This is an optimization exercise on Yosys and OpenROAD, whose aim is small area, a short achievable clock period and few clock cycles per item, not a production implementation. At most, simulation tests tie the RTL to the original design; equivalence was not proved. Only the layout flow was run in runs 1 to 3; the RTL was not checked for function there. Power and IR drop assume default switching activity.

==> flow/design.v (outline; a module is shown in full before it is edited, if it fits) <==
// module squarer_cs: 1004 lines
// module normalizer: 399 lines
module normalizer #(
    parameter CNT = 64,
    parameter N = 6
)
(
    input clk,
    input rst_n,
    input [31:0] data_in,
    input start_en,
    input data_in_valid,
    output process_end_flag,
    output [31:0] data_out,
    output data_out_valid
);
  // ...
==> flow/run.sh <==
#!/bin/bash
# synth_recipe.tcl (not shown) runs the flow's synth.tcl, then flattens the netlist and writes it again
# the make line also repeats each setting of config.mk as NAME=value (left out here)
make -C /OpenROAD-flow-scripts/flow DESIGN_CONFIG=/design/flow/config.mk WORK_HOME=/design/flow/orfs CLKGATE_MAP_FILE= SYNTH_SCRIPT=/design/flow/synth_recipe.tcl finish
==> flow/config.mk <==
export PLATFORM = sky130hd
export DESIGN_NAME = normalizer
export DESIGN_NICKNAME = normalizer
export VERILOG_FILES = /design/flow/design.v
export SDC_FILE = /design/flow/constraint.sdc
export NUM_CORES = 4
export LEC_CHECK = 0
export ABC_AREA = 1
export CAP_MARGIN = 20
export CORE_MARGIN = 2
export CORE_UTILIZATION = 40
export SLEW_MARGIN = 20
==> flow/constraint.sdc <==
create_clock -name core_clock -period 20.0 [get_ports {clk}]
set_input_delay 4.0000 -clock core_clock [delete_from_list [all_inputs] [get_ports {clk}]]
set_output_delay 4.0000 -clock core_clock [all_outputs]
set_load 0.01 [all_outputs]
==> results.json, run 1 <==
{
  "status": "no timing/DRC/antenna violations",
  "crit_end": "Q[61]",
  "setup_violations": 0,
  "final_cell_mix": "2665 x inv_1, 2454 x nand2_1, 2156 x edfxtp_1",
  "placed_cell_area_mm2": 0.174,
  "largest_cell_class": "sequential cells",
  "cts_sinks": 3220,
  "clk-power_mw": 6.41,
  "drt-total-wl_um": 381000,
  "worst_slew_pin_slew_ns": 1.09,
  "hold_depth": 0,
  "wl_met3_um": 17200,
  "avgSynthCellArea_um2": 10.3,
  "cp_max_fo": 3,
  "multi_input_comb_cells": 9902,
  "core_area_mm2": 0.414,
  "grtUsageTotal": 0.178,
  "fin_tns_setup_ns": 0,
  "critPathBufInv": 5,
  "maxCapViolCount": 0,
  "multi_input_area_share": 0.369,
  "grt_pass1_vias": 106000,
  "comb_power_mw": 14.3,
  "synth_top_family_by_area": "adder cells",
  "yosysSeqAreaShare": 0.520,
  "hold_slack_ns": 0.300,
  "gp_congestion": 0.903,
  "ant_nets": 0,
  "p_seq_frac": 0.295,
  "tap_cells": 5474,
  "drive_gt1_frac": 0.0578,
  "ir_worst_vdd_uv": 146,
  "dpl_worst_slack_ns": 11.86,
  "grtUsageMet2": 0.287
}
==> module normalizer, before the edit <==
module normalizer #(
    parameter CNT = 64,
    parameter N = 6
)
(
    input clk,
    input rst_n,
    input [31:0] data_in,
    input start_en,
    input data_in_valid,
    output process_end_flag,
    output [31:0] data_out,
    output data_out_valid
);
localparam SK = 2;                  
localparam NI = (25 + SK - 1) / SK;  
localparam RW = NI * SK;            
localparam DK = 2;                  
localparam ND = (25 + DK - 1) / DK;  
function automatic ge32(input [31:0] a, input [31:0] b);
    reg [31:0] g, p, g2, p2;
    integer k, l;
    begin
        g = a & ~b;
        p = a | ~b;
        for (l = 1; l < 32; l = l * 2) begin
            g2 = g;
            p2 = p;
            for (k = 0; k < 32; k = k + 1)
                if (k >= l) begin
                    g2[k] = g[k] | (p[k] & g[k-l]);
                    p2[k] = p[k] & p[k-l];
                end
            g = g2;
            p = p2;
        end
        ge32 = g[31] | p[31];
    end
endfunction
localparam ST_IDLE  = 3'd0;
localparam ST_STORE = 3'd1;
localparam ST_FIN   = 3'd2;
localparam ST_DEC   = 3'd3;
localparam ST_WAIT  = 3'd4;    
localparam ST_SQRT  = 3'd5;
localparam ST_OUT   = 3'd6;
reg [2:0] st;
reg [6:0] cnt;           
reg rot;                 
reg sh;                  
reg v1;                  
reg fb;                  
reg [31:0] S;
reg big;
reg [31:0] SR [0:CNT-1];
wire take = (st == ST_STORE) && data_in_valid;
integer k;
always @(posedge clk) begin
    if (take) SR[0] <= data_in;
    else if (rot) SR[0] <= SR[CNT-1];
    if (sh) begin
        for (k = 1; k < CNT; k = k + 1) SR[k] <= SR[k-1];
    end
end
wire [31:0] x_out = SR[CNT-1];
wire [31:0] mu = {{N{S[31]}}, S[31:N]};
reg [31:0] dreg;
reg m1_add, m1_first, m1_fin, m1_dv;
always @(posedge clk) dreg <= x_out - mu;
always @(posedge clk or negedge rst_n) begin
    if (~rst_n) begin
        m1_add <= 0; m1_first <= 0; m1_fin <= 0; m1_dv <= 0;
    end else begin
        m1_add <= rot && fb;
        m1_first <= rot && fb && (cnt == 0);
        m1_fin <= rot && fb && (cnt == CNT-1);
        m1_dv <= rot && !fb;
    end
end
wire sel_s = (st == ST_DEC) && !big;
wire [31:0] op = v1 ? SR[0] : (sel_s ? S : dreg);
reg [31:0] mag_r;
reg mag_sgn;
reg m_add, m_first, m_fin, m_corr, m_dv;
always @(posedge clk) begin
    mag_r <= op[31] ? (~op + 32'd1) : op;
    mag_sgn <= op[31];
end
always @(posedge clk or negedge rst_n) begin
    if (~rst_n) begin
        m_add <= 0; m_first <= 0; m_fin <= 0; m_corr <= 0; m_dv <= 0;
    end else begin
        m_add <= v1 || m1_add;
        m_first <= (v1 && (cnt == 1)) || m1_first;
        m_fin <= m1_fin || sel_s;
        m_corr <= sel_s;
        m_dv <= m1_dv;
    end
end
wire [63:0] sq_s, sq_c;
squarer_cs sq_inst (.a(mag_r), .s(sq_s), .c(sq_c));
reg [63:0] s_r, c_r;
always @(posedge clk) begin
    s_r <= sq_s;
    c_r <= sq_c;
end
reg s_add, s_first, s_fin, s_corr;
always @(posedge clk or negedge rst_n) begin
    if (~rst_n) begin
        s_add <= 0; s_first <= 0; s_fin <= 0; s_corr <= 0;
    end else begin
        s_add <= m_add; s_first <= m_first; s_fin <= m_fin; s_corr <= m_corr;
    end
end
reg [63:0] Q;
reg qdone;
reg [5:0] rr6;
wire [11:0] rr = S[5:0] * S[5:0];
always @(posedge clk) rr6 <= rr[11:6];
wire [6:0] lo6 = {1'b0, s_r[5:0]} + {1'b0, c_r[5:0]};
wire [63:0] T1 = s_corr ? ~{6'd0, s_r[63:6]} : s_r;
wire [63:0] T2 = s_corr ? ~{6'd0, c_r[63:6]} : c_r;
wire [63:0] T3 = s_corr ? {57'd0, {1'b0, rr6} + 7'd2 - {6'd0, lo6[6]}} : 64'd0;
always @(posedge clk) begin
    if (s_add || s_corr)
        Q <= (s_first ? 64'd0 : Q) + T1 + T2 + T3;
end
always @(posedge clk or negedge rst_n) begin
    if (~rst_n) qdone <= 0;
    else qdone <= s_fin;
end
wire nvar = qdone;
wire [57:0] nin = nvar ? Q[63:6] : {mag_r, 26'd0};
reg [5:0] lz;
integer j;
always @(*) begin
    lz = 6'd0;
    for (j = 0; j < 58; j = j + 1)
        if (nin[j]) lz = 6'd57 - j[5:0];
end
wire [57:0] nn = nin << lz;
reg [24:0] n1_top;
reg n1_st;
reg [5:0] n1_p;
reg n1_zero, n1_sgn;
always @(posedge clk) begin
    n1_top <= nn[57:33];
    n1_st <= |nn[32:0];
    n1_p <= 6'd57 - lz;
    n1_zero <= (nin == 58'd0);
    n1_sgn <= nvar ? Q[63] : mag_sgn;
end
reg n1_dv, n1_var;
always @(posedge clk or negedge rst_n) begin
    if (~rst_n) begin
        n1_dv <= 0; n1_var <= 0;
    end else begin
        n1_dv <= m_dv;
        n1_var <= nvar;
    end
end
wire nrnd = n1_top[0] & (n1_st | n1_top[1]);
wire [24:0] nm = {1'b0, n1_top[24:1]} + {24'd0, nrnd};
wire [23:0] nmv = nm[24] ? 24'h800000 : nm[23:0];
wire [5:0] npv = n1_p + {5'd0, nm[24]};
reg [23:0] n_m;       
reg [5:0] n_p;        
reg n_zero, n_sgn;
always @(posedge clk) begin
    n_m <= nmv;
    n_p <= npv;
    n_zero <= n1_zero;
    n_sgn <= n1_sgn;
end
reg n_dv;
always @(posedge clk or negedge rst_n) begin
    if (~rst_n) n_dv <= 0;
    else n_dv <= n1_dv;
end
reg [25:0] qx;       
reg [RW-1:0] qr;     
reg [RW+2:0] qrem;   
reg [3:0] qi;        
reg [7:0] q_e;       
reg q_nan, q_zero;
reg [25:0] tx;
reg [RW-1:0] tr;
reg [RW+2:0] trem;
reg [RW+2:0] ttr;
integer s;
always @(*) begin
    tx = qx; tr = qr; trem = qrem;
    for (s = 0; s < SK; s = s + 1) begin
        trem = {trem[RW:0], tx[25:24]};
        tx = {tx[23:0], 2'b00};
        ttr = {1'b0, tr, 2'b01};
        if (ge32({{(31-RW-2){1'b0}}, trem}, {{(31-RW-2){1'b0}}, ttr})) begin
            trem = trem - ttr;
            tr = {tr[RW-2:0], 1'b1};
        end else begin
            tr = {tr[RW-2:0], 1'b0};
        end
    end
end
always @(posedge clk) begin
    if (n1_var) begin
        qx <= npv[0] ? {nmv, 2'b00} : {1'b0, nmv, 1'b0};
        qr <= 0;
        qrem <= 0;
        q_e <= 8'd127 + {3'd0, npv[5:1]};
        q_nan <= n1_sgn;
        q_zero <= n1_zero;
    end else begin
        qx <= tx;
        qr <= tr;
        qrem <= trem;
    end
end
reg [23:0] sB;
reg [7:0] sE;
reg s_nan, s_zero;
wire [RW-1:0] q_lowmask = (({{(RW-1){1'b0}}, 1'b1}) << (RW - 25)) - 1;
wire q_sticky = (qrem != 0) | ((qr & q_lowmask) != 0);
wire [24:0] sm = {1'b0, qr[RW-1:RW-24]} + {24'd0, qr[RW-25] & (q_sticky | qr[RW-24])};
always @(posedge clk) begin
    if (st == ST_SQRT && qi == NI + 1) begin
        sB <= sm[24] ? 24'h800000 : sm[23:0];
        sE <= q_e + {7'd0, sm[24]};
        s_nan <= q_nan;
        s_zero <= q_zero;
    end
end
reg [24:0] d_rem [0:ND-1];
reg [24:0] d_q [0:ND-1];
reg [7:0] d_e [0:ND-1];
reg d_sgn [0:ND-1];
reg d_zero [0:ND-1];
reg d_v [0:ND-1];
reg [24:0] vrem;
reg [24:0] vq;
reg [25:0] tdiff;
reg [7:0] ve;
reg vs, vz, cge;
reg [25:0] t1, t2;
integer st_i, stp;
always @(posedge clk) begin
    for (st_i = 0; st_i < ND; st_i = st_i + 1) begin
        if (st_i == 0) begin
            cge = ge32({8'd0, n_m}, {8'd0, sB});
            t1 = {2'b00, n_m} - {2'b00, sB};
            t2 = {1'b0, n_m, 1'b0} - {2'b00, sB};
            vrem = cge ? t1[24:0] : t2[24:0];
            vrem = {vrem[23:0], 1'b0};
            vq = 25'd1;
            ve = {2'b00, n_p} + 8'd228 - sE - {7'd0, ~cge};
            vs = n_sgn;
            vz = n_zero;
        end else begin
            vrem = d_rem[st_i-1];
            vq = d_q[st_i-1];
            ve = d_e[st_i-1];
            vs = d_sgn[st_i-1];
            vz = d_zero[st_i-1];
        end
        for (stp = 0; stp < DK; stp = stp + 1) begin
            if (st_i * DK + stp >= 1 && st_i * DK + stp < 25) begin
                tdiff = {1'b0, vrem} - {2'b00, sB};
                if (ge32({7'd0, vrem}, {8'd0, sB})) begin
                    vrem = {tdiff[23:0], 1'b0};
                    vq = {vq[23:0], 1'b1};
                end else begin
                    vrem = {vrem[23:0], 1'b0};
                    vq = {vq[23:0], 1'b0};
                end
            end
        end
        d_rem[st_i] <= vrem;
        d_q[st_i] <= vq;
        d_e[st_i] <= ve;
        d_sgn[st_i] <= vs;
        d_zero[st_i] <= vz;
    end
end
integer vi;
always @(posedge clk or negedge rst_n) begin
    if (~rst_n) begin
        for (vi = 0; vi < ND; vi = vi + 1) d_v[vi] <= 0;
    end else begin
        d_v[0] <= n_dv;
        for (vi = 1; vi < ND; vi = vi + 1) d_v[vi] <= d_v[vi-1];
    end
end
wire [24:0] fq = d_q[ND-1];
wire fst = (d_rem[ND-1] != 25'd0);
wire [23:0] fm = {1'b0, fq[23:1]} + {23'd0, fq[0] & (fst | fq[1])};
wire [7:0] fe = d_e[ND-1] + {7'd0, fm[23]};
wire fs = d_sgn[ND-1];
wire fz = d_zero[ND-1];
reg [31:0] out_r;
reg out_v, pef_r;
always @(posedge clk) begin
    if (s_nan || (fz && s_zero))
        out_r <= 32'h7fc00000;
    else if (s_zero)
        out_r <= {fs, 8'hff, 23'd0};
    else if (fz)
        out_r <= 32'd0;
    else
        out_r <= {fs, fe, fm[22:0]};
end
wire pef_d = out_v && !d_v[ND-1];
always @(posedge clk or negedge rst_n) begin
    if (~rst_n) begin
        out_v <= 0;
        pef_r <= 0;
    end else begin
        out_v <= d_v[ND-1];
        pef_r <= pef_d;
    end
end
assign data_out = out_r;
assign data_out_valid = out_v;
assign process_end_flag = pef_r;
always @(posedge clk or negedge rst_n) begin
    if (~rst_n) begin
        st <= ST_IDLE;
        cnt <= 0;
        rot <= 0;
        sh <= 0;
        v1 <= 0;
        fb <= 0;
        S <= 0;
        big <= 0;
        qi <= 0;
    end else begin
        v1 <= take;
        sh <= take && (cnt != CNT-1);
        if (v1) begin
            S <= S + SR[0];
            big <= big | ~((SR[0][31:25] == 7'h00) | (SR[0][31:25] == 7'h7f));
        end
        if (rot) begin
            cnt <= cnt + 1;
            if (cnt == CNT-1) rot <= 0;
            else sh <= 1;
        end
        case (st)
            ST_IDLE: begin
                if (start_en) begin
                    st <= ST_STORE;
                    cnt <= 0;
                    S <= 0;
                    big <= 0;
                end
            end
            ST_STORE: begin
                if (data_in_valid) begin
                    cnt <= cnt + 1;
                    if (cnt == CNT-1) st <= ST_FIN;
                end
            end
            ST_FIN: st <= ST_DEC;
            ST_DEC: begin
                st <= ST_WAIT;
                if (big) begin
                    fb <= 1;
                    rot <= 1;
                    sh <= 1;
                    cnt <= 0;
                end
            end
            ST_WAIT: begin
                if (qdone) begin
                    st <= ST_SQRT;
                    fb <= 0;
                    qi <= 0;
                end
            end
            ST_SQRT: begin
                qi <= qi + 1;
                if (qi == NI - 3) begin
                    rot <= 1;
                    sh <= 1;
                    cnt <= 0;
                end
                if (qi == NI + 1) st <= ST_OUT;
            end
            ST_OUT: begin
                if (pef_d) begin
                    st <= ST_IDLE;
                    if (start_en) begin
                    end
                end
            end
            default: st <= ST_IDLE;
        endcase
    end
end
endmodule
==> run 2: changes to the inputs <==
--- a/flow/design.v
+++ b/flow/design.v
@@ -1023,16 +1023,17 @@
 localparam RW = NI * SK;            
 localparam DK = 2;                  
 localparam ND = (25 + DK - 1) / DK;  
-function automatic ge32(input [31:0] a, input [31:0] b);
-    reg [31:0] g, p, g2, p2;
+function automatic [63:0] padd64(input [63:0] a, input [63:0] b, input cin);
+    reg [63:0] g, p, g2, p2, c;
     integer k, l;
     begin
-        g = a & ~b;
-        p = a | ~b;
-        for (l = 1; l < 32; l = l * 2) begin
+        g = a & b;
+        p = a | b;
+        g[0] = g[0] | (p[0] & cin);
+        for (l = 1; l < 64; l = l * 2) begin
             g2 = g;
             p2 = p;
-            for (k = 0; k < 32; k = k + 1)
+            for (k = 0; k < 64; k = k + 1)
                 if (k >= l) begin
                     g2[k] = g[k] | (p[k] & g[k-l]);
                     p2[k] = p[k] & p[k-l];
@@ -1040,7 +1041,8 @@
             g = g2;
             p = p2;
         end
-        ge32 = g[31] | p[31];
+        c = {g[62:0], cin};
+        padd64 = (a ^ c) ^ b;
     end
 endfunction
 localparam ST_IDLE  = 3'd0;
@@ -1060,6 +1062,8 @@
 reg big;
 reg [31:0] SR [0:CNT-1];
 wire take = (st == ST_STORE) && data_in_valid;
+wire [63:0] sum_w = padd64({32'd0, S}, {32'd0, SR[0]}, 1'b0);
+wire [31:0] sum_next = sum_w[31:0];
 integer k;
 always @(posedge clk) begin
     if (take) SR[0] <= data_in;
@@ -1072,7 +1076,8 @@
 wire [31:0] mu = {{N{S[31]}}, S[31:N]};
 reg [31:0] dreg;
 reg m1_add, m1_first, m1_fin, m1_dv;
-always @(posedge clk) dreg <= x_out - mu;
+wire [63:0] dreg_w = padd64({32'd0, x_out}, {32'd0, ~mu}, 1'b1);
+always @(posedge clk) dreg <= dreg_w[31:0];
 always @(posedge clk or negedge rst_n) begin
     if (~rst_n) begin
         m1_add <= 0; m1_first <= 0; m1_fin <= 0; m1_dv <= 0;
@@ -1085,11 +1090,12 @@
 end
 wire sel_s = (st == ST_DEC) && !big;
 wire [31:0] op = v1 ? SR[0] : (sel_s ? S : dreg);
+wire [63:0] neg_op = padd64({32'd0, ~op}, 64'd0, 1'b1);
 reg [31:0] mag_r;
 reg mag_sgn;
 reg m_add, m_first, m_fin, m_corr, m_dv;
 always @(posedge clk) begin
-    mag_r <= op[31] ? (~op + 32'd1) : op;
+    mag_r <= op[31] ? neg_op[31:0] : op;
     mag_sgn <= op[31];
 end
 always @(posedge clk or negedge rst_n) begin
@@ -1127,9 +1133,15 @@
 wire [63:0] T1 = s_corr ? ~{6'd0, s_r[63:6]} : s_r;
 wire [63:0] T2 = s_corr ? ~{6'd0, c_r[63:6]} : c_r;
 wire [63:0] T3 = s_corr ? {57'd0, {1'b0, rr6} + 7'd2 - {6'd0, lo6[6]}} : 64'd0;
+wire [63:0] T0 = s_first ? 64'd0 : Q;
+wire [63:0] u1 = T0 ^ T1 ^ T2;
+wire [63:0] v1c = {(T0[62:0] & T1[62:0]) | (T0[62:0] & T2[62:0]) | (T1[62:0] & T2[62:0]), 1'b0};
+wire [63:0] u2 = u1 ^ v1c ^ T3;
+wire [63:0] v2c = {(u1[62:0] & v1c[62:0]) | (u1[62:0] & T3[62:0]) | (v1c[62:0] & T3[62:0]), 1'b0};
+wire [63:0] q_next = padd64(u2, v2c, 1'b0);
 always @(posedge clk) begin
     if (s_add || s_corr)
-        Q <= (s_first ? 64'd0 : Q) + T1 + T2 + T3;
+        Q <= q_next;
 end
 always @(posedge clk or negedge rst_n) begin
     if (~rst_n) qdone <= 0;
@@ -1166,7 +1178,8 @@
     end
 end
 wire nrnd = n1_top[0] & (n1_st | n1_top[1]);
-wire [24:0] nm = {1'b0, n1_top[24:1]} + {24'd0, nrnd};
+wire [63:0] nm_w = padd64({40'd0, n1_top[24:1]}, 64'd0, nrnd);
+wire [24:0] nm = nm_w[24:0];
 wire [23:0] nmv = nm[24] ? 24'h800000 : nm[23:0];
 wire [5:0] npv = n1_p + {5'd0, nm[24]};
 reg [23:0] n_m;       
@@ -1193,6 +1206,7 @@
 reg [RW-1:0] tr;
 reg [RW+2:0] trem;
 reg [RW+2:0] ttr;
+reg [63:0] tsub;
 integer s;
 always @(*) begin
     tx = qx; tr = qr; trem = qrem;
@@ -1200,8 +1214,9 @@
         trem = {trem[RW:0], tx[25:24]};
         tx = {tx[23:0], 2'b00};
         ttr = {1'b0, tr, 2'b01};
-        if (ge32({{(31-RW-2){1'b0}}, trem}, {{(31-RW-2){1'b0}}, ttr})) begin
-            trem = trem - ttr;
+        tsub = padd64({{(63-RW-2){1'b0}}, trem}, ~{{(63-RW-2){1'b0}}, ttr}, 1'b1);
+        if (!tsub[63]) begin
+            trem = tsub[RW+2:0];
             tr = {tr[RW-2:0], 1'b1};
         end else begin
             tr = {tr[RW-2:0], 1'b0};
@@ -1227,7 +1242,8 @@
 reg s_nan, s_zero;
 wire [RW-1:0] q_lowmask = (({{(RW-1){1'b0}}, 1'b1}) << (RW - 25)) - 1;
 wire q_sticky = (qrem != 0) | ((qr & q_lowmask) != 0);
-wire [24:0] sm = {1'b0, qr[RW-1:RW-24]} + {24'd0, qr[RW-25] & (q_sticky | qr[RW-24])};
+wire [63:0] sm_w = padd64({40'd0, qr[RW-1:RW-24]}, 64'd0, qr[RW-25] & (q_sticky | qr[RW-24]));
+wire [24:0] sm = sm_w[24:0];
 always @(posedge clk) begin
     if (st == ST_SQRT && qi == NI + 1) begin
         sB <= sm[24] ? 24'h800000 : sm[23:0];
@@ -1247,15 +1263,16 @@
 reg [25:0] tdiff;
 reg [7:0] ve;
 reg vs, vz, cge;
+reg [63:0] t1w, t2w, tdw;
 reg [25:0] t1, t2;
 integer st_i, stp;
 always @(posedge clk) begin
     for (st_i = 0; st_i < ND; st_i = st_i + 1) begin
         if (st_i == 0) begin
-            cge = ge32({8'd0, n_m}, {8'd0, sB});
-            t1 = {2'b00, n_m} - {2'b00, sB};
-            t2 = {1'b0, n_m, 1'b0} - {2'b00, sB};
-            vrem = cge ? t1[24:0] : t2[24:0];
+            t1w = padd64({40'd0, n_m}, ~{40'd0, sB}, 1'b1);
+            t2w = padd64({39'd0, n_m, 1'b0}, ~{40'd0, sB}, 1'b1);
+            cge = !t1w[63];
+            vrem = cge ? t1w[24:0] : t2w[24:0];
             vrem = {vrem[23:0], 1'b0};
             vq = 25'd1;
             ve = {2'b00, n_p} + 8'd228 - sE - {7'd0, ~cge};
@@ -1270,9 +1287,9 @@
         end
         for (stp = 0; stp < DK; stp = stp + 1) begin
             if (st_i * DK + stp >= 1 && st_i * DK + stp < 25) begin
-                tdiff = {1'b0, vrem} - {2'b00, sB};
-                if (ge32({7'd0, vrem}, {8'd0, sB})) begin
-                    vrem = {tdiff[23:0], 1'b0};
+                tdw = padd64({39'd0, vrem}, ~{40'd0, sB}, 1'b1);
+                if (!tdw[63]) begin
+                    vrem = {tdw[23:0], 1'b0};
                     vq = {vq[23:0], 1'b1};
                 end else begin
                     vrem = {vrem[23:0], 1'b0};
@@ -1298,7 +1315,8 @@
 end
 wire [24:0] fq = d_q[ND-1];
 wire fst = (d_rem[ND-1] != 25'd0);
-wire [23:0] fm = {1'b0, fq[23:1]} + {23'd0, fq[0] & (fst | fq[1])};
+wire [63:0] fm_w = padd64({41'd0, fq[23:1]}, 64'd0, fq[0] & (fst | fq[1]));
+wire [23:0] fm = fm_w[23:0];
 wire [7:0] fe = d_e[ND-1] + {7'd0, fm[23]};
 wire fs = d_sgn[ND-1];
 wire fz = d_zero[ND-1];
@@ -1342,7 +1360,7 @@
         v1 <= take;
         sh <= take && (cnt != CNT-1);
         if (v1) begin
-            S <= S + SR[0];
+            S <= sum_next;
             big <= big | ~((SR[0][31:25] == 7'h00) | (SR[0][31:25] == 7'h7f));
         end
         if (rot) begin
==> results.json, run 2 <==
{
  "status": "no timing/DRC/antenna violations",
  "synth_commonest_cells": "3369 x nand2_1, 2820 x inv_1, 2156 x edfxtp_1, 1746 x nor2_1, 1024 x o21ai_0",
  "final_cell_mix": "3369 x nand2_1, 2814 x inv_1, 2156 x edfxtp_1",
  "overflow": 0,
  "fin_ws_ns": 12.38,
  "worstReg2RegEnd": "Q[63]",
  "synth_top_area_share": 0.413,
  "cp_max_fo": 61,
  "synth_top_cell_by_area": "edfxtp_1",
  "ctsHoldBuffers": 0,
  "worst_slew_pin_slew_ns": 1.03,
  "core_area_mm2": 0.389,
  "start_util": 0.402,
  "synthCells": 16500,
  "io_buffers": 69,
  "gp_congestion": 0.889,
  "grtUsageTotal": 0.172,
  "layout.nets": 17200,
  "regMostFlops": "SR",
  "grt_pass1_vias": 99500,
  "synth_fp_nets": 17200,
  "yosysSeqAreaShare": 0.552,
  "cts_sinks": 3220,
  "cts-resized-gates": 0,
  "grt_pass1_wl_um": 546000,
  "power_density_mw_per_mm2": 123,
  "area_growth_pct": 11.1,
  "ioPinCount": 70,
  "fin_skew_ns": 0.0917,
  "die_h_um": 630,
  "async_flop_share": 0.0258,
  "cts_tree": "built",
  "utilization": 0.447,
  "drtIter0Drc": 7566,
  "ant_nets": 0,
  "avgSynthCellArea_um2": 9.50,
  "cts_buffers": 337,
  "fin_tns_setup_ns": 0,
  "synth_cell_type_count": 91,
  "reg2reg_from": "s_corr",
  "clockBufferDepth": 4,
  "grt_max_degree": 214,
  "dpl_worst_slack_ns": 12.39,
  "cpPeakStageDelay_ns": 0.41,
  "postCtsSetupRepairBufs": 0,
  "maxCapViolCount": 0,
  "top_regs": "SR (2048), d_rem (312), d_q (168)",
  "min_period_ns": 7.63,
  "min_to": "d_q[6][12]",
  "drt-total-wl_um": 346000,
  "worstRegToRegCells": 45,
  "yosysMostFrequentCell": "nand2_1",
  "ir_worst_vdd_uv": 82.2,
  "core.rowCount": 229,
  "rsz0062_at_grt": "no",
  "wl_per_cell_um": 15.7,
  "synth_warnings": 8,
  "antenna_found_initial": 14,
  "maxSlewViolCount": 0,
  "arrival_ns": 8.25,
  "path_clk_slew_ns": 0.06,
  "cts_max_level": 5,
  "syn-cell-area_mm2": 0.157,
  "cp_slowest_cell": "fa_1",
  "largest_reg_flops": 2048,
  "dp_hpwl_um": 236000,
  "cp-end-kind": "register",
  "crit_type": "register to register",
  "setup_violations": 0,
  "vias": 106000,
  "final_cells": 22000,
  "drcViolationCount": 0,
  "cts-root-buf": "clkbuf_16",
  "die_x_um": 630,
  "hold_class": "register to register",
  "hold_depth": 0,
  "power.leakage_nw": 74.1,
  "drive_gt1_frac": 0.0631,
  "worstPathRequired_ns": 20.62,
  "vias_per_cell": 4.81,
  "min_from": "d_q[5][10]",
  "final_common_cell": "nand2_1",
  "die_area_mm2": 0.397,
  "ys_ff_latch": 3220,
  "startpoint_type": "register",
  "regToRegSetupSlack_ns": 12.38,
  "first_pass_iters": 8,
  "fmax_ghz": 0.131,
  "finalHoldViolCount": 0,
  "fin_crit_sh": 0.381,
  "synth_edf_count": 2156,
  "worstSkewPairLatency_ns": 0.93,
  "synthFlopType": "edfxtp_1",
  "path_common_cell": "inv_2",
  "synth_area_leaders": "edfxtp_1 41%, dfxtp_1 13%, nand2_1 8.1%",
  "place_inst": 21400,
  "startpoint": "s_corr",
  "slew_headroom": 0.314
}
## run 2: cell types whose count changed after synthesis, moves of 127 or more
cell	before	now
a21oi_1	870	559
ha_1	1492	156
inv_1	2669	2820
nand2_1	2454	3369
nor2_1	941	1746
o21ai_0	1314	1024
o21ai_1	43	170
## run 2: final cells by class
cell class                      instances  area [um2]
Multi-Input combinational cell       9888       57100
Sequential cell                      3220       86500
Inverter                             2869       10800
Tap cell                             5197        6500
Clock buffer                          427        9110
Antenna cell                            6        15.0
Fill cell                           36700      215000
Clock inverter                        189        2110
Timing Repair Buffer                  212        1830
## run 2: worst max path at each step
stage | end
floorplan | SR[10][0]
global placement | Q[59]
detailed placement | Q[63]
CTS | Q[63]
global route | Q[56]
finish | Q[63]
## run 2: kinds of logic after synthesis
| family | synth area share |
|---|---|
| and+or+nand+nor | 0.159 |
| xor gates and xnor gates | 0.0404 |
| DFF | 0.552 |
| AOI/OAI and AO/OA | 0.0890 |
| muxes | 0.00128 |
| buffers and inverters | 0.0835 |
| adders and majority gates | 0.0752 |
## run 2: power by group
group	leakage [nW]	switching [mW]	total, mW	internal (mW)
Combinational	41.6	4.29	6.59	2.30
Clock	5.45	2.65	6.31	3.66
Sequential	27.1	0.498	8.42	7.92
## run 2: metrics by stage
stage	area (um2)	hold WS (ns)	total power [mW]
after global placement	163000	0.310	15.0
after detailed placement	163000	0.312	15.1
final	174000	0.301	21.3
after global routing	174000	0.318	22.9
after CTS	174000	0.309	21.5
after floorplan	157000	0.310	13.6
## run 2: layer usage
| layer | vias up | track usage | part of all wire |
|---|---|---|---|
| met3 | 638 | 0.0210 | 0.048 |
| li1 | 53100 | - | - |
| met2 | 2243 | 0.273 | 0.45 |
| met5 | - | 0 | 0.000038 |
| met4 | 2 | 0.0605 | 0.036 |
| met1 | 49800 | 0.242 | 0.47 |
## run 2: critical path, delay by kind of cell, from the launching register on
family	cells	cell delay, ns
compound gates	20	3.37
simple gates	7	0.92
flops	1	0.32
xor+xnor	1	0.13
buf+inv	13	1.38
fa+ha+maj	4	1.18
==> run 3: changes to the inputs <==
--- a/flow/design.v
+++ b/flow/design.v
@@ -1018,9 +1018,10 @@
     output [31:0] data_out,
     output data_out_valid
 );
+localparam SI = 3;                  
 localparam SK = 2;                  
-localparam NI = (25 + SK - 1) / SK;  
-localparam RW = NI * SK;            
+localparam NI = (25 - SI + SK - 1) / SK;  
+localparam RW = SI + NI * SK;       
 localparam DK = 2;                  
 localparam ND = (25 + DK - 1) / DK;  
 function automatic [63:0] padd64(input [63:0] a, input [63:0] b, input cin);
@@ -1124,8 +1125,8 @@
         s_add <= m_add; s_first <= m_first; s_fin <= m_fin; s_corr <= m_corr;
     end
 end
-reg [63:0] Q;
-reg qdone;
+reg [63:0] Q_s, Q_c, Qv;
+reg qfin, qdone;
 reg [5:0] rr6;
 wire [11:0] rr = S[5:0] * S[5:0];
 always @(posedge clk) rr6 <= rr[11:6];
@@ -1133,22 +1134,33 @@
 wire [63:0] T1 = s_corr ? ~{6'd0, s_r[63:6]} : s_r;
 wire [63:0] T2 = s_corr ? ~{6'd0, c_r[63:6]} : c_r;
 wire [63:0] T3 = s_corr ? {57'd0, {1'b0, rr6} + 7'd2 - {6'd0, lo6[6]}} : 64'd0;
-wire [63:0] T0 = s_first ? 64'd0 : Q;
-wire [63:0] u1 = T0 ^ T1 ^ T2;
-wire [63:0] v1c = {(T0[62:0] & T1[62:0]) | (T0[62:0] & T2[62:0]) | (T1[62:0] & T2[62:0]), 1'b0};
-wire [63:0] u2 = u1 ^ v1c ^ T3;
-wire [63:0] v2c = {(u1[62:0] & v1c[62:0]) | (u1[62:0] & T3[62:0]) | (v1c[62:0] & T3[62:0]), 1'b0};
-wire [63:0] q_next = padd64(u2, v2c, 1'b0);
+wire [63:0] A0 = s_first ? 64'd0 : Q_s;
+wire [63:0] B0 = s_first ? 64'd0 : Q_c;
+wire [63:0] u1 = A0 ^ B0 ^ T1;
+wire [63:0] v1c = {(A0[62:0] & B0[62:0]) | (A0[62:0] & T1[62:0]) | (B0[62:0] & T1[62:0]), 1'b0};
+wire [63:0] u2 = u1 ^ v1c ^ T2;
+wire [63:0] v2c = {(u1[62:0] & v1c[62:0]) | (u1[62:0] & T2[62:0]) | (v1c[62:0] & T2[62:0]), 1'b0};
+wire [63:0] u3 = u2 ^ v2c ^ T3;
+wire [63:0] v3c = {(u2[62:0] & v2c[62:0]) | (u2[62:0] & T3[62:0]) | (v2c[62:0] & T3[62:0]), 1'b0};
 always @(posedge clk) begin
-    if (s_add || s_corr)
-        Q <= q_next;
+    if (s_add || s_corr) begin
+        Q_s <= u3;
+        Q_c <= v3c;
+    end
 end
+wire [63:0] qv_w = padd64(Q_s, Q_c, 1'b0);
+always @(posedge clk) Qv <= qv_w;
 always @(posedge clk or negedge rst_n) begin
-    if (~rst_n) qdone <= 0;
-    else qdone <= s_fin;
+    if (~rst_n) begin
+        qfin <= 0;
+        qdone <= 0;
+    end else begin
+        qfin <= s_fin;
+        qdone <= qfin;
+    end
 end
 wire nvar = qdone;
-wire [57:0] nin = nvar ? Q[63:6] : {mag_r, 26'd0};
+wire [57:0] nin = nvar ? Qv[63:6] : {mag_r, 26'd0};
 reg [5:0] lz;
 integer j;
 always @(*) begin
@@ -1166,7 +1178,7 @@
     n1_st <= |nn[32:0];
     n1_p <= 6'd57 - lz;
     n1_zero <= (nin == 58'd0);
-    n1_sgn <= nvar ? Q[63] : mag_sgn;
+    n1_sgn <= nvar ? Qv[63] : mag_sgn;
 end
 reg n1_dv, n1_var;
 always @(posedge clk or negedge rst_n) begin
@@ -1207,8 +1219,26 @@
 reg [RW+2:0] trem;
 reg [RW+2:0] ttr;
 reg [63:0] tsub;
+reg [25:0] ix;
+reg [RW-1:0] ir;
+reg [RW+2:0] irem;
 integer s;
 always @(*) begin
+    ix = npv[0] ? {nmv, 2'b00} : {1'b0, nmv, 1'b0};
+    ir = 0;
+    irem = 0;
+    for (s = 0; s < SI; s = s + 1) begin
+        irem = {irem[RW:0], ix[25:24]};
+        ix = {ix[23:0], 2'b00};
+        ttr = {1'b0, ir, 2'b01};
+        tsub = padd64({{(63-RW-2){1'b0}}, irem}, ~{{(63-RW-2){1'b0}}, ttr}, 1'b1);
+        if (!tsub[63]) begin
+            irem = tsub[RW+2:0];
+            ir = {ir[RW-2:0], 1'b1};
+        end else begin
+            ir = {ir[RW-2:0], 1'b0};
+        end
+    end
     tx = qx; tr = qr; trem = qrem;
     for (s = 0; s < SK; s = s + 1) begin
         trem = {trem[RW:0], tx[25:24]};
@@ -1225,9 +1255,9 @@
 end
 always @(posedge clk) begin
     if (n1_var) begin
-        qx <= npv[0] ? {nmv, 2'b00} : {1'b0, nmv, 1'b0};
-        qr <= 0;
-        qrem <= 0;
+        qx <= ix;
+        qr <= ir;
+        qrem <= irem;
         q_e <= 8'd127 + {3'd0, npv[5:1]};
         q_nan <= n1_sgn;
         q_zero <= n1_zero;
@@ -1240,8 +1270,8 @@
 reg [23:0] sB;
 reg [7:0] sE;
 reg s_nan, s_zero;
-wire [RW-1:0] q_lowmask = (({{(RW-1){1'b0}}, 1'b1}) << (RW - 25)) - 1;
-wire q_sticky = (qrem != 0) | ((qr & q_lowmask) != 0);
+wire [RW:0] q_lowmask = (({{RW{1'b0}}, 1'b1}) << (RW - 25)) - 1;
+wire q_sticky = (qrem != 0) | (({1'b0, qr} & q_lowmask) != 0);
 wire [63:0] sm_w = padd64({40'd0, qr[RW-1:RW-24]}, 64'd0, qr[RW-25] & (q_sticky | qr[RW-24]));
 wire [24:0] sm = sm_w[24:0];
 always @(posedge clk) begin
@@ -1252,12 +1282,22 @@
         s_zero <= q_zero;
     end
 end
-reg [24:0] d_rem [0:ND-1];
-reg [24:0] d_q [0:ND-1];
-reg [7:0] d_e [0:ND-1];
-reg d_sgn [0:ND-1];
-reg d_zero [0:ND-1];
-reg d_v [0:ND-1];
+localparam NR = ND - 1;
+localparam GS = 3;
+localparam NC = (ND + GS - 1) / GS;
+reg [23:0] sBd [1:NC-1];
+integer ci;
+always @(posedge clk) begin
+    sBd[1] <= sB;
+    for (ci = 2; ci < NC; ci = ci + 1) sBd[ci] <= sBd[ci-1];
+end
+reg [23:0] bsel;
+reg [24:0] d_rem [0:NR-1];
+reg [24:0] d_q [0:NR-1];
+reg [7:0] d_e [0:NR-1];
+reg d_sgn [0:NR-1];
+reg d_zero [0:NR-1];
+reg d_v [0:NR-1];
 reg [24:0] vrem;
 reg [24:0] vq;
 reg [25:0] tdiff;
@@ -1267,7 +1307,7 @@
 reg [25:0] t1, t2;
 integer st_i, stp;
 always @(posedge clk) begin
-    for (st_i = 0; st_i < ND; st_i = st_i + 1) begin
+    for (st_i = 0; st_i < NR; st_i = st_i + 1) begin
         if (st_i == 0) begin
             t1w = padd64({40'd0, n_m}, ~{40'd0, sB}, 1'b1);
             t2w = padd64({39'd0, n_m, 1'b0}, ~{40'd0, sB}, 1'b1);
@@ -1287,7 +1327,8 @@
         end
         for (stp = 0; stp < DK; stp = stp + 1) begin
             if (st_i * DK + stp >= 1 && st_i * DK + stp < 25) begin
-                tdw = padd64({39'd0, vrem}, ~{40'd0, sB}, 1'b1);
+                bsel = (st_i < GS) ? sB : sBd[st_i / GS];
+                tdw = padd64({39'd0, vrem}, ~{40'd0, bsel}, 1'b1);
                 if (!tdw[63]) begin
                     vrem = {tdw[23:0], 1'b0};
                     vq = {vq[23:0], 1'b1};
@@ -1307,19 +1348,38 @@
 integer vi;
 always @(posedge clk or negedge rst_n) begin
     if (~rst_n) begin
-        for (vi = 0; vi < ND; vi = vi + 1) d_v[vi] <= 0;
+        for (vi = 0; vi < NR; vi = vi + 1) d_v[vi] <= 0;
     end else begin
         d_v[0] <= n_dv;
-        for (vi = 1; vi < ND; vi = vi + 1) d_v[vi] <= d_v[vi-1];
+        for (vi = 1; vi < NR; vi = vi + 1) d_v[vi] <= d_v[vi-1];
+    end
+end
+reg [24:0] lrem, lq;
+reg [63:0] ldw;
+integer lstp;
+always @(*) begin
+    lrem = d_rem[NR-1];
+    lq = d_q[NR-1];
+    for (lstp = 0; lstp < DK; lstp = lstp + 1) begin
+        if (NR * DK + lstp < 25) begin
+            ldw = padd64({39'd0, lrem}, ~{40'd0, (NR < GS) ? sB : sBd[NR / GS]}, 1'b1);
+            if (!ldw[63]) begin
+                lrem = {ldw[23:0], 1'b0};
+                lq = {lq[23:0], 1'b1};
+            end else begin
+                lrem = {lrem[23:0], 1'b0};
+                lq = {lq[23:0], 1'b0};
+            end
+        end
     end
 end
-wire [24:0] fq = d_q[ND-1];
-wire fst = (d_rem[ND-1] != 25'd0);
+wire [24:0] fq = lq;
+wire fst = (lrem != 25'd0);
 wire [63:0] fm_w = padd64({41'd0, fq[23:1]}, 64'd0, fq[0] & (fst | fq[1]));
 wire [23:0] fm = fm_w[23:0];
-wire [7:0] fe = d_e[ND-1] + {7'd0, fm[23]};
-wire fs = d_sgn[ND-1];
-wire fz = d_zero[ND-1];
+wire [7:0] fe = d_e[NR-1] + {7'd0, fm[23]};
+wire fs = d_sgn[NR-1];
+wire fz = d_zero[NR-1];
 reg [31:0] out_r;
 reg out_v, pef_r;
 always @(posedge clk) begin
@@ -1332,13 +1392,13 @@
     else
         out_r <= {fs, fe, fm[22:0]};
 end
-wire pef_d = out_v && !d_v[ND-1];
+wire pef_d = out_v && !d_v[NR-1];
 always @(posedge clk or negedge rst_n) begin
     if (~rst_n) begin
         out_v <= 0;
         pef_r <= 0;
     end else begin
-        out_v <= d_v[ND-1];
+        out_v <= d_v[NR-1];
         pef_r <= pef_d;
     end
 end
==> results.json, run 3 <==
{
  "drtIter0Drc": 7769,
  "utilization": 0.448,
  "crit_type": "register to register",
  "layout.nets": 17700,
  "grt_pass1_vias": 104000,
  "path_clk_slew_ns": 0.06,
  "seqCellArea_mm2": 0.0901,
  "ir_worst_vdd_uv": 72.4,
  "dpl_worst_slack_ns": 12.76,
  "setup_violations": 0,
  "cts-root-buf": "clkbuf_16",
  "largest_reg_flops": 2048,
  "cp_max_fo": 43,
  "vias": 108000,
  "power_density_mw_per_mm2": 118,
  "placed_cell_area_mm2": 0.169,
  "hold_class": "register to register",
  "cts_sinks": 3371,
  "ys_ff_latch": 3371,
  "synth_commonest_cells": "3493 x nand2_1, 2995 x inv_1, 2219 x edfxtp_1, 1696 x nor2_1, 1069 x dfxtp_1",
  "power.leakage_nw": 78.2,
  "drive_gt1_frac": 0.0613,
  "ioPinCount": 70,
  "fin_skew_ns": 0.0592,
  "multi_input_area_mm2": 0.0587,
  "start_util": 0.402,
  "grtUsageTotal": 0.166,
  "die_area_mm2": 0.410,
  "dp_hpwl_um": 244000,
  "fmax_ghz": 0.152,
  "synth_warnings": 9,
  "core.rowCount": 233,
  "fin_ws_ns": 13.41,
  "drcViolationCount": 0,
  "worstPathRequired_ns": 20.79,
  "regMostFlops": "SR",
  "cts-resized-gates": 0,
  "final_cell_mix": "3493 x nand2_1, 2992 x inv_1, 2219 x edfxtp_1",
  "final_common_cell": "nand2_1",
  "finalHoldViolCount": 0,
  "hold_depth": 0,
  "synthFlopType": "edfxtp_1",
  "die_x_um": 641,
  "cts_buffers": 359,
  "async_flop_share": 0.0246,
  "grt_pass1_wl_um": 553000,
  "area_growth_pct": 11.5,
  "cpPeakStageDelay_ns": 0.73,
  "arrival_ns": 7.39,
  "rsz0062_at_grt": "no",
  "drt-total-wl_um": 343000,
  "min_period_ns": 6.59,
  "maxSlewViolCount": 0,
  "avgSynthCellArea_um2": 9.60,
  "slew_headroom": 0.288,
  "finalInstanceArea_mm2": 0.181,
  "ant_nets": 0,
  "synth_top_area_share": 0.411,
  "maxCapViolCount": 0,
  "io_buffers": 69,
  "fin_tns_setup_ns": 0,
  "hold_slack_ns": 0.309,
  "fin_crit_sh": 0.330,
  "antenna_found_initial": 16,
  "cp-end-kind": "register",
  "worstSkewPairLatency_ns": 0.95,
  "yosysMostFrequentCell": "nand2_1",
  "cp_slowest_cell": "nand2_1",
  "reg2reg_from": "sB[0]",
  "die_h_um": 641,
  "overflow": 0,
  "synth_top_cell_by_area": "edfxtp_1",
  "startpoint": "sB[0]",
  "synth_edf_count": 2219,
  "syn-cell-area_mm2": 0.162,
  "top_regs": "SR (2048), d_rem (288), d_q (144)",
  "min_from": "d_e[4][4]",
  "wl_per_cell_um": 15.1,
  "synth_area_leaders": "edfxtp_1 41%, dfxtp_1 13%, nand2_1 8.1%",
  "gp_congestion": 0.868,
  "postCtsSetupRepairBufs": 0,
  "first_pass_iters": 6,
  "status": "no timing/DRC/antenna violations",
  "core_area_mm2": 0.403,
  "yosysSeqAreaShare": 0.556,
  "nFillCells": 37800,
  "synth_fp_nets": 17600,
  "vias_per_cell": 4.74,
  "ctsHoldBuffers": 0,
  "path_common_cell": "nand2_1",
  "grt_max_degree": 197,
  "synthCells": 16900,
  "cts_tree": "built",
  "worstRegToRegCells": 35,
  "cts_max_level": 5,
  "clockBufferDepth": 4,
  "worst_slew_pin_slew_ns": 1.06,
  "synth_cell_type_count": 88,
  "startpoint_type": "register"
}
-- run 3: metrics by stage --
step                total power, mW  instances
floorplan                      13.3      16900
global placement               14.6      22000
detailed placement             14.7      22000
CTS                            21.6      22700
global route                   22.9      22700
finish                         21.3      22700
-- run 3: worst max-delay path: cells and delay by family, from the launching register on --
family                 cells  cell delay, ns
AOI/OAI and AO/OA         14            2.21
buffers and inverters      1            0.49
and+or+nand+nor           20            3.27
DFF                        1            0.52
-- run 3: routing by layer --
metal | global-route usage | routed length (um)
met2 | 0.277 | 160000
met1 | 0.228 | 160000
met4 | 0.0441 | 8320
met3 | 0.0220 | 15200
met5 | 0 | 0
-- run 3: worst paths after layout --
| check | to | slack, ns |
|---|---|---|
| max in group asynchronous | s_corr | 15.69 |
| min | d_e[5][4] | 0.31 |
| min in group asynchronous | pef_r | 3.14 |
| min reg2reg | d_e[5][4] | 0.31 |
| max reg2reg | d_rem[1][19] | 13.41 |
| max | d_rem[1][19] | 13.41 |
-- run 3: area by class of cell --
| class | count | area share |
|---|---|---|
| Sequential cell | 3371 | 0.499 |
| Antenna cell | 6 | 0.0000831 |
| Timing Repair Buffer | 172 | 0.00838 |
| Tap cell | 5405 | 0.0374 |
| Inverter | 3053 | 0.0634 |
| Clock inverter | 219 | 0.0140 |
| Clock buffer | 449 | 0.0535 |
| Multi-Input combinational cell | 10000 | 0.325 |
-- run 3: cell families after synthesis --
group,count (synthesis),share of synthesized area
adders and majority gates,711,0.0803
DFF,3371,0.556
muxes,24,0.00148
buffers and inverters,3497,0.0826
and+or+nand+nor,6204,0.155
AOI/OAI and AO/OA,2362,0.0855
xor gates and xnor gates,721,0.0390
-- run 3: power by group --
group	internal [mW]	total [mW]	switching (mW)
Clock	3.97	6.79	2.82
Sequential	8.10	8.51	0.403
Combinational	2.19	6.02	3.83
Total	14.3	21.3	7.06
==> run 4: changes to the inputs <==
--- a/flow/design.v
+++ b/flow/design.v
@@ -1048,7 +1048,6 @@
 endfunction
 localparam ST_IDLE  = 3'd0;
 localparam ST_STORE = 3'd1;
-localparam ST_FIN   = 3'd2;
 localparam ST_DEC   = 3'd3;
 localparam ST_WAIT  = 3'd4;    
 localparam ST_SQRT  = 3'd5;
@@ -1056,24 +1055,26 @@
 reg [2:0] st;
 reg [6:0] cnt;           
 reg rot;                 
-reg sh;                  
 reg v1;                  
 reg fb;                  
 reg [31:0] S;
 reg big;
-reg [31:0] SR [0:CNT-1];
-wire take = (st == ST_STORE) && data_in_valid;
-wire [63:0] sum_w = padd64({32'd0, S}, {32'd0, SR[0]}, 1'b0);
+reg [31:0] SR [0:CNT];
+wire first = v1 && (cnt == 0);
+wire last_in = v1 && (cnt == CNT-1);
+wire store_open = (st == ST_STORE) && !last_in;
+reg sh;                  
+wire [63:0] sum_w = padd64({32'd0, first ? 32'd0 : S}, {32'd0, SR[0]}, 1'b0);
 wire [31:0] sum_next = sum_w[31:0];
 integer k;
 always @(posedge clk) begin
-    if (take) SR[0] <= data_in;
-    else if (rot) SR[0] <= SR[CNT-1];
+    SR[0] <= data_in;
     if (sh) begin
-        for (k = 1; k < CNT; k = k + 1) SR[k] <= SR[k-1];
+        SR[1] <= v1 ? SR[0] : SR[CNT];
+        for (k = 2; k <= CNT; k = k + 1) SR[k] <= SR[k-1];
     end
 end
-wire [31:0] x_out = SR[CNT-1];
+wire [31:0] x_out = SR[CNT];
 wire [31:0] mu = {{N{S[31]}}, S[31:N]};
 reg [31:0] dreg;
 reg m1_add, m1_first, m1_fin, m1_dv;
@@ -1104,7 +1105,7 @@
         m_add <= 0; m_first <= 0; m_fin <= 0; m_corr <= 0; m_dv <= 0;
     end else begin
         m_add <= v1 || m1_add;
-        m_first <= (v1 && (cnt == 1)) || m1_first;
+        m_first <= first || m1_first;
         m_fin <= m1_fin || sel_s;
         m_corr <= sel_s;
         m_dv <= m1_dv;
@@ -1405,6 +1406,7 @@
 assign data_out = out_r;
 assign data_out_valid = out_v;
 assign process_end_flag = pef_r;
+wire rot_d = (rot && cnt != CNT-1) || (st == ST_DEC && big) || (st == ST_SQRT && qi == NI - 3);
 always @(posedge clk or negedge rst_n) begin
     if (~rst_n) begin
         st <= ST_IDLE;
@@ -1417,39 +1419,26 @@
         big <= 0;
         qi <= 0;
     end else begin
-        v1 <= take;
-        sh <= take && (cnt != CNT-1);
+        v1 <= data_in_valid && store_open;
+        sh <= (data_in_valid && store_open) || rot_d;
         if (v1) begin
             S <= sum_next;
-            big <= big | ~((SR[0][31:25] == 7'h00) | (SR[0][31:25] == 7'h7f));
-        end
-        if (rot) begin
-            cnt <= cnt + 1;
-            if (cnt == CNT-1) rot <= 0;
-            else sh <= 1;
+            big <= (big && !first) | ~((SR[0][31:25] == 7'h00) | (SR[0][31:25] == 7'h7f));
         end
+        if (rot || v1) cnt <= cnt + 1;
+        rot <= rot_d;
         case (st)
             ST_IDLE: begin
-                if (start_en) begin
-                    st <= ST_STORE;
-                    cnt <= 0;
-                    S <= 0;
-                    big <= 0;
-                end
+                cnt <= 0;
+                if (start_en) st <= ST_STORE;
             end
             ST_STORE: begin
-                if (data_in_valid) begin
-                    cnt <= cnt + 1;
-                    if (cnt == CNT-1) st <= ST_FIN;
-                end
+                if (last_in) st <= ST_DEC;
             end
-            ST_FIN: st <= ST_DEC;
             ST_DEC: begin
                 st <= ST_WAIT;
                 if (big) begin
                     fb <= 1;
-                    rot <= 1;
-                    sh <= 1;
                     cnt <= 0;
                 end
             end
@@ -1462,11 +1451,7 @@
             end
             ST_SQRT: begin
                 qi <= qi + 1;
-                if (qi == NI - 3) begin
-                    rot <= 1;
-                    sh <= 1;
-                    cnt <= 0;
-                end
+                if (qi == NI - 3) cnt <= 0;
                 if (qi == NI + 1) st <= ST_OUT;
             end
             ST_OUT: begin
--- a/flow/config.mk
+++ b/flow/config.mk
@@ -9,4 +9,5 @@
 export CAP_MARGIN = 20
 export CORE_MARGIN = 2
 export CORE_UTILIZATION = 40
+export CTS_BUF_LIST = sky130_fd_sc_hd__clkbuf_8
 export SLEW_MARGIN = 20
==> results.json, run 4 <==
{
  "status": "no timing/DRC/antenna violations",
  "synth-xor-area-share": 0.0411,
  "worst_slew_pin_slew_ns": 1.08,
  "overflow": 0,
  "area_growth_pct": 10.9,
  "ir_worst_vdd_uv": 75.3,
  "path_common_cell": "nand2_1",
  "yosysMostFrequentCell": "nand2_1",
  "power.leakage_nw": 79.1,
  "cp_slowest_cell": "buf_4",
  "drive_gt1_frac": 0.0763,
  "drt-total-wl_um": 355000,
  "io_buffers": 69,
  "synth_simple_gate_area_frac": 0.155,
  "core_area_mm2": 0.406,
  "wl_met1_um": 167000,
  "vias": 108000,
  "die_x_um": 641,
  "synth_top_area_share": 0.410,
  "syn-cell-area_mm2": 0.163,
  "async_flop_share": 0.0244,
  "postCtsSetupRepairBufs": 0,
  "vias_per_cell": 4.69,
  "synth_commonest_cells": "3559 x nand2_1, 2931 x inv_1, 2219 x edfxtp_1, 1661 x nor2_1, 1101 x dfxtp_1",
  "hold_slack_ns": 0.318,
  "finalHoldViolCount": 0,
  "first_pass_iters": 6,
  "dp_hpwl_um": 249000,
  "comb_power_share": 0.393,
  "start_util": 0.401,
  "synth_edf_count": 2219,
  "avgSynthCellArea_um2": 9.65,
  "ioPinCount": 70,
  "power_density_mw_per_mm2": 136,
  "arrival_ns": 8.08,
  "ys_ff_latch": 3403,
  "rsz0062_at_grt": "no",
  "worstPathRequired_ns": 21.03,
  "fin_skew_ns": 0.0944,
  "grt_max_degree": 193,
  "synth_fa_ha_area_frac": 0.0801,
  "grt_pass1_wl_um": 566000,
  "wl_met3_um": 15300,
  "fmax_ghz": 0.142,
  "dr_wl_met2_um": 161000,
  "synth_warnings": 9,
  "cts-root-buf": "clkbuf_8",
  "p_switching_mw": 9.43,
  "regToRegSetupSlack_ns": 12.95,
  "gp_congestion": 0.889,
  "drcViolationCount": 0,
  "top_regs": "SR (2080), d_rem (288), d_q (144)",
  "cp_max_fo": 85,
  "final_cell_mix": "3559 x nand2_1, 3111 x inv_1, 2219 x edfxtp_1",
  "startpoint_type": "register",
  "die_area_mm2": 0.411,
  "ctsHoldBuffers": 0,
  "grtUsageTotal": 0.171,
  "muxShareOfSynthArea": 0.00118,
  "synth-compound-area-share": 0.0820,
  "layout.nets": 17900,
  "final_common_cell": "nand2_1",
  "cts_sinks": 3403,
  "cpPeakStageDelay_ns": 0.61,
  "dpl_worst_slack_ns": 12.87,
  "synth_cell_type_count": 98,
  "min_period_ns": 7.05,
  "cts_tree": "built",
  "worstSkewPairLatency_ns": 1.16,
  "drtIter0Drc": 7302,
  "p_clk_frac": 0.245,
  "regMostFlops": "SR",
  "synth_top_cell_by_area": "edfxtp_1",
  "worstRegToRegCells": 69,
  "synthCells": 16800,
  "crit_end": "n1_st",
  "startpoint": "qdone",
  "maxCapViolCount": 0,
  "cts_buffers": 575,
  "p_total_mw": 24.6,
  "slew_headroom": 0.278,
  "hold_class": "register to register",
  "fin_tns_setup_ns": 0,
  "core.rowCount": 234,
  "final_cells": 23100,
  "p_seq_frac": 0.361,
  "ant_nets": 0,
  "cp-end-kind": "register",
  "synth_top_family_by_area": "simple AND/OR/NAND/NOR gates",
  "maxSlewViolCount": 0,
  "place_inst": 22000,
  "switching_share": 0.384,
  "synthFlopType": "edfxtp_1",
  "wl_per_cell_um": 15.4,
  "path_clk_slew_ns": 0.06,
  "synth_area_leaders": "edfxtp_1 41%, dfxtp_1 14%, nand2_1 8.2%",
  "highest_layer": "met4",
  "clockBufferDepth": 4,
  "setup_violations": 0,
  "synth_fp_nets": 17600,
  "grt_pass1_vias": 105000,
  "yosysSeqAreaShare": 0.558,
  "p_int_mw": 15.1,
  "fin_ws_ns": 12.95,
  "reg2reg_from": "qdone",
  "fin_crit_sh": 0.353,
  "crit_type": "register to register",
  "largest_reg_flops": 2080,
  "cts-resized-gates": 0,
  "cts_max_level": 6,
  "worstReg2RegEnd": "n1_st",
  "min_from": "d_q[10][17]",
  "antenna_found_initial": 8,
  "die_h_um": 641
}
## run 4: per-layer routing
metal	track usage	vias to the layer above
met2	0.274	2131
li1	-	54600
met1	0.237	50800
met4	0.0629	0
met3	0.0235	652
met5	0	-
## run 4: cell families (layout without fill, tap and decap cells)
logic type                 after synthesis  in the layout
and+or+nand+nor                       6233           6233
buffers and inverters                 3433           4229
DFF                                   3403           3403
AOI/OAI and AO/OA                     2277           2277
xor gates and xnor gates               762            762
adders and majority gates              710            710
muxes                                   19             19
other                                    0              8
## run 4: worst min path at each step
stage / endpoint / slack [ns] / cells after the start
finish: d_q[11][19] / 0.32 / 0
global route: d_e[8][5] / 0.32 / 0
CTS: d_e[6][0] / 0.31 / 0
detailed placement: d_e[11][2] / 0.31 / 0
global placement: d_q[11][22] / 0.31 / 0
floorplan: d_e[10][0] / 0.31 / 0
## run 4: power by group through the flow
stage	combinational (mW)	clock, mW	sequential (mW)
after floorplan	7.69	0	8.79
after global placement	9.47	0	9.02
after detailed placement	9.70	0	9.02
after CTS	9.73	6.26	8.88
after global routing	11.3	6.56	8.95
final	9.66	6.02	8.87
## run 4: stage by stage
step | utilization | cell area (um2)
after floorplan | - | 163000
after global placement | 0.417 | 169000
after detailed placement | 0.417 | 169000
after CTS | 0.444 | 180000
after global routing | 0.444 | 180000
final | 0.444 | 180000
## run 4: worst max-delay path, delay by kind of cell (launching register included)
kind          cells  cell delay, ns
buf+inv           2            1.11
flops             1            0.34
simple gates     67            5.41
## run 4: final cells by class
class	count	area, um2
inverter	3007	11300
clock inverter	402	2380
multi-input combinational	10000	58500
tap	5428	6790
timing repair buffer	179	1590
fill	38300	225000
antenna	8	20.0
clock buffer	641	8820
sequential	3403	90800
Testbench counts of run 4, summed over its fixed seeds: cycles 20,616, batches 128.
==> run 5: changes to the inputs <==
--- a/flow/config.mk
+++ b/flow/config.mk
@@ -9,5 +9,4 @@
 export CAP_MARGIN = 20
 export CORE_MARGIN = 2
 export CORE_UTILIZATION = 40
-export CTS_BUF_LIST = sky130_fd_sc_hd__clkbuf_8
 export SLEW_MARGIN = 20
==> results.json, run 5 <==
{
  "reg2reg_from": "qdone",
  "core.rowCount": 234,
  "largest_reg_flops": 2080,
  "antenna_found_initial": 9,
  "critPathBufInv": 2,
  "ir_worst_vdd_uv": 89.4,
  "cp_max_fo": 85,
  "worst_slew_pin_slew_ns": 1.07,
  "highest_layer": "met4",
  "ant_nets": 0,
  "crit_type": "register to register",
  "area_growth_pct": 11.3,
  "final_common_cell": "nand2_1",
  "vias_per_cell": 4.72,
  "worstPathRequired_ns": 20.78,
  "drtIter0Drc": 7340,
  "gp_congestion": 0.889,
  "core_area_mm2": 0.406,
  "first_pass_iters": 6,
  "syn-cell-area_mm2": 0.163,
  "regMostFlops": "SR",
  "async_flop_share": 0.0244,
  "synth_top_area_share": 0.410,
  "synthFlopType": "edfxtp_1",
  "die_area_mm2": 0.411,
  "synth_edf_count": 2219,
  "postCtsSetupRepairBufs": 0,
  "die_x_um": 641,
  "crit_end": "n1_st",
  "finalHoldViolCount": 0,
  "clockBufferDepth": 4,
  "layout.nets": 17700,
  "yosysSeqAreaShare": 0.558,
  "placed_cell_area_mm2": 0.169,
  "status": "no timing/DRC/antenna violations",
  "wl_per_cell_um": 15.5,
  "synth_commonest_cells": "3559 x nand2_1, 2931 x inv_1, 2219 x edfxtp_1, 1661 x nor2_1, 1101 x dfxtp_1",
  "regToRegSetupSlack_ns": 12.75,
  "ctsHoldBuffers": 0,
  "setup_violations": 0,
  "slew_headroom": 0.287,
  "nFillCells": 38000,
  "dr_wl_met2_um": 159000,
  "cp-end-kind": "register",
  "yosysMostFrequentCell": "nand2_1",
  "drive_gt1_frac": 0.0640,
  "fmax_ghz": 0.138,
  "cts-resized-gates": 0,
  "cp_slowest_cell": "buf_4",
  "path_common_cell": "nand2_1",
  "rsz0062_at_grt": "no",
  "worstReg2RegEnd": "n1_st",
  "grt_pass1_vias": 103000,
  "cpPeakStageDelay_ns": 0.63,
  "fin_skew_ns": 0.0829,
  "die_h_um": 641,
  "synth_fp_nets": 17600,
  "grt_max_degree": 193,
  "dp_hpwl_um": 249000,
  "wl_met1_um": 167000,
  "power.leakage_nw": 78.5,
  "start_util": 0.401,
  "finalInstanceArea_mm2": 0.181,
  "synth_cell_type_count": 98,
  "grt_pass1_wl_um": 560000,
  "cts-root-buf": "clkbuf_16",
  "crit_cells": 69,
  "hold_class": "register to register",
  "worstRegToRegCells": 69,
  "path_clk_slew_ns": 0.06,
  "overflow": 0,
  "startpoint": "qdone",
  "drt-total-wl_um": 352000,
  "min_period_ns": 7.25,
  "wl_met3_um": 15300,
  "maxCapViolCount": 0,
  "avgSynthCellArea_um2": 9.65,
  "cts_tree": "built",
  "cts_max_level": 5,
  "dpl_worst_slack_ns": 12.87,
  "cp_top_family": "simple AND/OR/NAND/NOR gates",
  "grtUsageTotal": 0.170,
  "io_buffers": 69,
  "drcViolationCount": 0,
  "maxSlewViolCount": 0,
  "fin_ws_ns": 12.75,
  "synth_top_cell_by_area": "edfxtp_1",
  "power_density_mw_per_mm2": 140,
  "vias": 107000,
  "synth_area_leaders": "edfxtp_1 41%, dfxtp_1 14%, nand2_1 8.2%",
  "fin_tns_setup_ns": 0,
  "final_cell_mix": "3559 x nand2_1, 2928 x inv_1, 2219 x edfxtp_1",
  "startpoint_type": "register",
  "arrival_ns": 8.03,
  "synthCells": 16800,
  "cts_sinks": 3403,
  "fin_crit_sh": 0.363,
  "cts_buffers": 359,
  "ioPinCount": 70,
  "top_regs": "SR (2080), d_rem (288), d_q (144)",
  "worstSkewPairLatency_ns": 0.97,
  "synth_warnings": 9,
  "ys_ff_latch": 3403
}
run 5: cell counts after synthesis:
No cell type changed its count.
run 5: worst min-delay path by stage:
stage | start | end | cells after the start
2_1_floorplan | d_e[9][0] | d_e[10][0] | 0
3_3_place_gp | d_q[10][20] | d_q[11][22] | 0
3_5_place_dp | d_e[10][2] | d_e[11][2] | 0
4_1_cts | d_q[2][1] | d_q[3][3] | 0
5_1_grt | d_q[2][1] | d_q[3][3] | 0
6_report | d_q[2][1] | d_q[3][3] | 0
run 5: cell type report:
| cell class | instances | area [um2] | area share |
|---|---|---|---|
| clock inverter | 199 | 2230 | 0.0124 |
| antenna | 5 | 12.5 | 0.0000692 |
| clock buffer | 465 | 9740 | 0.0538 |
| multi-input combinational | 10000 | 58500 | 0.323 |
| inverter | 3007 | 11300 | 0.0625 |
| timing repair buffer | 179 | 1590 | 0.00880 |
| tap | 5428 | 6790 | 0.0375 |
| sequential | 3403 | 90800 | 0.502 |
run 5: logic make-up (layout without fill, tap and decap cells):
group,after synthesis,after routing,share of synthesized area
muxes,19,19,0.00118
xor gates and xnor gates,762,762,0.0411
and+or+nand+nor,6233,6233,0.155
adders and majority gates,710,710,0.0801
DFF,3403,3403,0.558
buffers and inverters,3433,3850,0.0819
other,0,5,0
AOI/OAI and AO/OA,2277,2277,0.0820
run 5: through the flow:
step,hold slack (ns),power (mW),util,std cells
floorplan,0.310,16.5,-,16800
finish,0.280,25.3,0.446,22700
detailed placement,0.312,18.7,0.417,22000
global route,0.271,27.5,0.446,22700
global placement,0.310,18.5,0.417,22000
CTS,0.262,25.5,0.446,22700
run 5: routing by layer:
layer | up-vias | GRT usage
met5 | - | 0
met4 | 0 | 0.0535
met3 | 586 | 0.0232
met2 | 1942 | 0.274
met1 | 50400 | 0.237
li1 | 54100 | -
run 5: where the power goes:
group | total [mW] | internal (mW) | switching (mW)
Sequential | 8.87 | 8.40 | 0.477
Clock | 6.72 | 3.89 | 2.82
Combinational | 9.68 | 3.59 | 6.10

-- separate check: timing with driven ports --
No port has a modelled driver above. Below, the same layouts with a new extraction and two added sets of constraints. Step 1, drivers: a clkbuf_16 drives clk and a buf_2 each remaining input, both assumed. Step 2 also shifts input and output timing later by t, the mid clock arrival at the registers, as if the neighbouring blocks saw the same clock. a / b / c = ideal ports / drivers / drivers and shift; a / b = the first two.
run	t (ns)	setup WS [ns]	hold WS [ns]	clock arrival spread, ns
run 1	1.021	11.883 / 11.883 / 11.883	0.300 / 0.300 / 0.300	0.084 / 0.084
run 2	0.996	12.375 / 12.375 / 12.375	0.301 / 0.301 / 0.301	0.113 / 0.113
run 3	1.026	13.407 / 13.407 / 12.691	0.309 / 0.309 / 0.309	0.072 / 0.073
run 4	1.224	12.946 / 12.946 / 12.946	0.318 / 0.318 / 0.318	0.106 / 0.106
run 5	1.031	12.746 / 12.746 / 12.746	0.280 / 0.280 / 0.280	0.092 / 0.091
After both steps every run listed still meets setup and hold. For run 3, which loses most, drivers alone change the setup slack by 0.000 ns; drivers and shift together by -0.716 ns.
